Context: an optimization exercise on an open-source flow, tuned for small area, a short achievable clock period and few clock cycles. The choices shown serve that exercise and are no tape-out recipe.
The RTL was checked by simulation tests, not by an equivalence proof against the original design.
Power is estimated from default activity; no workload was simulated.

==> try-garnet: inputs <==
// hsid_main
module hsid_main #(
    parameter WORD_WIDTH = 32,
    parameter DATA_WIDTH = 16,
    parameter DATA_WIDTH_MUL = 32,
    parameter DATA_WIDTH_ACC = 40,
    parameter BUFFER_WIDTH = 2,
    parameter HSP_BANDS_WIDTH = 7,
    parameter HSP_LIBRARY_WIDTH = 6
  ) (
    input logic clk,
    input logic rst_n,
    input logic clear,
    input logic band_data_in_valid,
    input logic [WORD_WIDTH-1:0] band_data_in,
    input logic [HSP_LIBRARY_WIDTH-1:0] hsp_library_size_in,
    input logic [HSP_BANDS_WIDTH-1:0] hsp_bands_in,
    output logic [HSP_LIBRARY_WIDTH-1:0] mse_min_ref,
    output logic [HSP_LIBRARY_WIDTH-1:0] mse_max_ref,
    output logic [WORD_WIDTH-1:0] mse_min_value,
    output logic [WORD_WIDTH-1:0] mse_max_value,
    input logic start,
    output logic done,
    output logic idle,
    output logic ready,
    output logic error,
    output logic cancelled
  );
clock: 10.0 ns
lec_check: 0
abc_area: 1
abc_clock_period_in_ps: 2500
cap_margin: 20
core_margin: 2
core_utilization: 60
cts_cluster_diameter: 100
cts_cluster_size: 30
slew_margin: 20
standard.sh (not shown) runs the stock make flow with config.mk's settings and CLKGATE_MAP_FILE= SYNTH_SCRIPT=/design/flow/synth_recipe.tcl, a recipe that flattens the netlist after the stock synthesis.
==> flow/flow/run.sh <==
#!/bin/bash
# The standard layout, with timing repair aimed at a shorter period than the
# 10 ns constraint (setup margin), faster port buffers, and free gate sizing.
set -o pipefail
bash standard.sh SETUP_SLACK_MARGIN=6.8 MATCH_CELL_FOOTPRINT=0 \
  "BUFFER_PORTS_ARGS=-buffer_cell sky130_fd_sc_hd__buf_2" finish > flow.log 2>&1
==> try-quartz (differences from try-garnet) <==
--- a/flow/design.v
+++ b/flow/design.v
@@ -1239,12 +1239,10 @@
   logic [5:0] phn, phn_n;    
   logic [4:0] bcnt, bcnt_n;  
   logic back_busy, back_busy_n;
   logic pc, pc_n;            
   logic ready_n, idle_n, done_n, err_n, canc_n;
-  logic busy_q;              
-  assign idle = !busy_q;
   logic start_take, bad_cfg, taken;
   logic bad_q;               
   logic fst;                 
   logic idx_last, pix_last, pix_ref;
   logic [5:0] idx_inc, phn_inc;
@@ -1314,39 +1312,41 @@
       phn <= '0;
       bcnt <= '0;
       back_busy <= 1'b0;
       pc <= 1'b0;
       ready <= 1'b0;
-      busy_q <= 1'b0;
+      idle <= 1'b1;
       done <= 1'b0;
       error <= 1'b0;
       cancelled <= 1'b0;
+      cfg_b <= 7'd127;
+      cfg_l <= 6'd63;
+      pm1 <= 6'd63;
+      bad_q <= 1'b0;
       fst <= 1'b0;
     end else begin
       fr <= fr_n;
       idx <= idx_n;
       pix <= pix_n;
       phn <= phn_n;
       bcnt <= bcnt_n;
       back_busy <= back_busy_n;
       pc <= pc_n;
       ready <= ready_n;
-      busy_q <= !idle_n;
+      idle <= idle_n;
       done <= done_n;
       error <= err_n;
       cancelled <= canc_n;
+      if (fr == F_IDLE) begin
+        cfg_b <= hsp_bands_in;
+        cfg_l <= hsp_library_size_in;
+        bad_q <= bad_cfg;
+      end
       fst <= start_take;
+      pm1 <= {1'b1, 5'(cfg_b[6:1] - {5'd0, !cfg_b[0]})};
     end
   end
-  always_ff @(posedge clk) begin
-    if (fr == F_IDLE) begin
-      cfg_b <= hsp_bands_in;
-      cfg_l <= hsp_library_size_in;
-      bad_q <= bad_cfg;
-    end
-    pm1 <= {1'b1, 5'(cfg_b[6:1] - {5'd0, !cfg_b[0]})};
-  end
   logic [31:0] in_d;
   logic in_capv, in_refv, in_f, in_l, in_jf, in_jl;
   always_ff @(posedge clk) in_d <= band_data_in;
   always_ff @(posedge clk or negedge rst_n) begin
     if (!rst_n) begin
==> flow/flow/run.sh (replaced) <==
#!/bin/bash
# The standard layout, with timing repair aimed at a shorter period than the
# 10 ns constraint (setup margin), faster port buffers, and free gate sizing.
set -o pipefail
bash standard.sh SETUP_SLACK_MARGIN=6.6 MATCH_CELL_FOOTPRINT=0 \
  "BUFFER_PORTS_ARGS=-buffer_cell sky130_fd_sc_hd__buf_4" finish > flow.log 2>&1
Settings changed: ABC_AREA 1 to unset.
==> try-sierra (differences from try-garnet) <==
==> flow/flow/run.sh (replaced) <==
#!/bin/bash
# The standard layout, with timing repair aimed at a shorter period than the
# 10 ns constraint (setup margin), faster port buffers, and free gate sizing.
set -o pipefail
bash standard.sh SETUP_SLACK_MARGIN=6.8 MATCH_CELL_FOOTPRINT=0 \
  "BUFFER_PORTS_ARGS=-buffer_cell sky130_fd_sc_hd__buf_4" finish > flow.log 2>&1
Settings changed: ABC_AREA 1 to unset, CTS_CLUSTER_SIZE 30 to 24.
==> out/metrics.csv <==
metric;value;unit
status;finished clean;
layout buffering overhead excluding clock cells;1.56;%
M1 wire length;59.0;mm
Seq/total area;65.4;%
Mapped Avg Cell Area;14.1;um^2
fmax;0.290;GHz
share of power burned in the clock network;28.0;%
Worst Path Buf+Inv;1;
Seq pwr share;66.9;%
slowest CP cell;dfstp_2;
(the above is from try-quartz)
==> out/metrics.csv <==
metric;value;unit
Mapped Avg Cell Area;11.7;um^2
share of power burned in the clock network;20.9;%
slowest CP cell;edfxtp_1;
layout buffering overhead excluding clock cells;1.39;%
status;finished clean;
Seq pwr share;66.2;%
Worst Path Buf+Inv;1;
(the above is from try-garnet)
==> out/metrics.csv <==
metric;value;unit
status;finished clean;
share of power burned in the clock network;28.6;%
Seq/total area;64.4;%
M1 wire length;61.1;mm
slowest CP cell;dfrtp_1;
I/O Pins;131;
Mapped Avg Cell Area;13.9;um^2
layout buffering overhead excluding clock cells;2.15;%
Worst Path Buf+Inv;2;
(the above is from try-sierra)
Testbench counts of try-garnet, summed over its fixed seeds: cycles 85,157.
Testbench counts of try-quartz, summed over its fixed seeds: cycles 85,157.
Testbench counts of try-sierra, summed over its fixed seeds: cycles 85,157.

==> port drivers added, routing unchanged <==
In the flow no input, the clock included, has a driving cell. The finished layouts below were timed again as built, in two steps.
Step 1 assumes that a clkbuf_16 drives the clock port and a buf_2 every other input.
Step 2 times the ports against the registers' clock, not the clock port: input delays grow and output delays shrink by t, the midpoint of the rising clock arrivals with the driver on.
Slacks: ideal ports / drivers / drivers and shift; pairs: ideal ports / drivers.
run	t (ns)	slack for setup (ns)	worst register clock-pin slew, ns
try-garnet	0.795	6.582 / 6.512 / 6.371	0.11 / 0.11
try-quartz	0.798	6.556 / 6.482 / 6.354	0.12 / 0.12
try-sierra	0.808	6.608 / 6.532 / 6.330	0.10 / 0.10
After both steps every run listed still meets setup and hold. The setup slack of try-sierra, which loses most, moves by -0.076 ns with the drivers and by -0.278 ns with both steps.
